From an optimization exercise on the open Yosys and OpenROAD flow, aimed at small area and a short achievable clock period; shortcuts taken in it are not production practice. The RTL was checked by simulation tests, not by an equivalence proof against the original design. Power is estimated from default activity; no workload was simulated.

// ALU
module ALU(
        input               clk,
        input  logic [7:0]  number1,number2,
        input  logic [0:3]  opcode,
        output logic [15:0] resultant
    );
reg [2:0] pre_r, pre_q;
always @(*) begin
    if (number2 >= 8'd8) begin
        pre_q = 3'd0;
        pre_r = number1[7:5];
    end else begin
        case ({number2[2:0], number1[7:5]})
            6'd0: begin pre_q = 3'd7; pre_r = 3'd0; end
            6'd1: begin pre_q = 3'd7; pre_r = 3'd1; end
            6'd2: begin pre_q = 3'd7; pre_r = 3'd2; end
            6'd3: begin pre_q = 3'd7; pre_r = 3'd3; end
            6'd4: begin pre_q = 3'd7; pre_r = 3'd4; end
            6'd5: begin pre_q = 3'd7; pre_r = 3'd5; end
            6'd6: begin pre_q = 3'd7; pre_r = 3'd6; end
            6'd7: begin pre_q = 3'd7; pre_r = 3'd7; end
            6'd8: begin pre_q = 3'd0; pre_r = 3'd0; end
            6'd9: begin pre_q = 3'd1; pre_r = 3'd0; end
            6'd10: begin pre_q = 3'd2; pre_r = 3'd0; end
            6'd11: begin pre_q = 3'd3; pre_r = 3'd0; end
            6'd12: begin pre_q = 3'd4; pre_r = 3'd0; end
            6'd13: begin pre_q = 3'd5; pre_r = 3'd0; end
            6'd14: begin pre_q = 3'd6; pre_r = 3'd0; end
            6'd15: begin pre_q = 3'd7; pre_r = 3'd0; end
            6'd16: begin pre_q = 3'd0; pre_r = 3'd0; end
            6'd17: begin pre_q = 3'd0; pre_r = 3'd1; end
            6'd18: begin pre_q = 3'd1; pre_r = 3'd0; end
            6'd19: begin pre_q = 3'd1; pre_r = 3'd1; end
            6'd20: begin pre_q = 3'd2; pre_r = 3'd0; end
            6'd21: begin pre_q = 3'd2; pre_r = 3'd1; end
            6'd22: begin pre_q = 3'd3; pre_r = 3'd0; end
            6'd23: begin pre_q = 3'd3; pre_r = 3'd1; end
            6'd24: begin pre_q = 3'd0; pre_r = 3'd0; end
            6'd25: begin pre_q = 3'd0; pre_r = 3'd1; end
  ...
==> flow/config.mk <==
export PLATFORM = sky130hd
export DESIGN_NAME = ALU
export DESIGN_NICKNAME = ALU
export VERILOG_FILES = /design/flow/design.v
export SDC_FILE = /design/flow/constraint.sdc
export NUM_CORES = 4
export LEC_CHECK = 0
export ABC_AREA = 1
export CAP_MARGIN = 20
export CORE_MARGIN = 2
export CORE_UTILIZATION = 60
export CTS_BUF_LIST = sky130_fd_sc_hd__clkbuf_8
export SLEW_MARGIN = 20
export SYNTH_HIERARCHICAL = 1
export SYNTH_MINIMUM_KEEP_SIZE = 0
==> flow/constraint.sdc <==
create_clock -name core_clock -period 38.0 [get_ports {clk}]
set_input_delay 7.6000 -clock core_clock [delete_from_list [all_inputs] [get_ports {clk}]]
set_output_delay 7.6000 -clock core_clock [all_outputs]
set_load 0.01 [all_outputs]
standard.sh (not shown) runs the stock make flow with config.mk's settings and CLKGATE_MAP_FILE= SYNTH_SCRIPT=/design/flow/synth_recipe.tcl, a recipe that flattens the netlist after the stock synthesis.
==> flow/flow/run.sh <==
#!/bin/bash
# The standard layout, with plain buf_2 cells as the port buffers.
# The whole make output goes to standard.log in the work folder.
bash standard.sh BUFFER_PORTS_ARGS="-buffer_cell sky130_fd_sc_hd__buf_2" finish > standard.log 2>&1
Then changed:
--- a/flow/design.v
+++ b/flow/design.v
@@ -116,44 +116,20 @@
 wire [4:0] r4;
 wire [9:0] m1_4 = {2'b00, b};
 wire [5:0] d1_4 = {1'b0, x4} - {1'b0, m1_4[4:0]};
 wire ge1_4 = ~d1_4[5] & (b < 9'd32);
 wire [0:0] qd4 = ge1_4;
 assign r4 = ge1_4 ? d1_4[4:0] : x4;
 wire [5:0] x5 = {r4, a[2:2]};
 wire [5:0] r5;
 wire [9:0] m1_5 = {2'b00, b};
-wire [5:0] y1_5 = ~m1_5[5:0];
-wire [5:0] g1_5 = x5 & y1_5;
-wire [5:0] p1_5 = x5 ^ y1_5;
-wire G1_5_0_0 = g1_5[0] | p1_5[0];
-wire G1_5_1_1 = g1_5[1];
-wire P1_5_1_1 = p1_5[1];
-wire G1_5_2_2 = g1_5[2];
-wire P1_5_2_2 = p1_5[2];
-wire G1_5_3_3 = g1_5[3];
-wire P1_5_3_3 = p1_5[3];
-wire G1_5_4_4 = g1_5[4];
-wire P1_5_4_4 = p1_5[4];
-wire G1_5_5_5 = g1_5[5];
-wire P1_5_5_5 = p1_5[5];
-wire G1_5_1_0 = G1_5_1_1 | (P1_5_1_1 & G1_5_0_0);
-wire G1_5_3_2 = G1_5_3_3 | (P1_5_3_3 & G1_5_2_2);
-wire P1_5_3_2 = P1_5_3_3 & P1_5_2_2;
-wire G1_5_5_4 = G1_5_5_5 | (P1_5_5_5 & G1_5_4_4);
-wire P1_5_5_4 = P1_5_5_5 & P1_5_4_4;
-wire G1_5_3_0 = G1_5_3_2 | (P1_5_3_2 & G1_5_1_0);
-wire G1_5_2_0 = G1_5_2_2 | (P1_5_2_2 & G1_5_1_0);
-wire G1_5_4_0 = G1_5_4_4 | (P1_5_4_4 & G1_5_3_0);
-wire G1_5_5_0 = G1_5_5_4 | (P1_5_5_4 & G1_5_3_0);
-wire [5:0] ci1_5 = {G1_5_4_0, G1_5_3_0, G1_5_2_0, G1_5_1_0, G1_5_0_0, 1'b1};
-wire [6:0] d1_5 = {~G1_5_5_0, p1_5 ^ ci1_5};
-wire ge1_5 = G1_5_5_0 & (b < 9'd64);
+wire [6:0] d1_5 = {1'b0, x5} - {1'b0, m1_5[5:0]};
+wire ge1_5 = ~d1_5[6] & (b < 9'd64);
 wire [0:0] qd5 = ge1_5;
 assign r5 = ge1_5 ? d1_5[5:0] : x5;
 wire [6:0] x6 = {r5, a[1:1]};
 wire [6:0] r6;
 wire [9:0] m1_6 = {2'b00, b};
 wire [7:0] d1_6 = {1'b0, x6} - {1'b0, m1_6[6:0]};
 wire ge1_6 = ~d1_6[7] & (b < 9'd128);
 wire [0:0] qd6 = ge1_6;
 assign r6 = ge1_6 ? d1_6[6:0] : x6;
Effect:
- The changed run went through all stages and came out clean
- clock power rises by a few percent
- clock skew falls by 3.2 ps
- global-route usage went down by 1.3 points
- register-to-register slack improves by 190 ps
- area after synthesis increases slightly
- fmax is about the same
- wire length goes down by a few percent
- sequential share of layout area is lower by 0.19 points
- worst hold slack gets better by 7.5 ps

separate check: timing with driven ports:
Ports are ideal in the flow. The routed layouts listed here were re-timed in OpenROAD.
Step 1 sets driving cells, clkbuf_16 on the clock port and buf_2 on the other inputs (assumed; they add their load-dependent delay and slew).
Step 2 adds t to the input delays and takes it off the output delays; t is the mean of the earliest and latest rising clock arrival at the registers after step 1. Input paths then give back, and output paths get back, about the clock's delay inside the block.
a / b / c = no drivers / after step 1 / after step 2; a / b = the first two.
| run | t (ns) | setup WS [ns] | worst setup path at the end | worst slew at a driven data input, ns |
|---|---|---|---|---|
| the first run | 0.346 | 29.544 / 29.510 / 29.280 | input to register | 0.03 |
| the second run | 0.331 | 29.560 / 29.529 / 29.248 | input to register | 0.03 |
After both steps setup and hold are still met in every run listed. The setup slack of the second run, which loses most, moves by -0.031 ns with the drivers and by -0.312 ns with both steps.
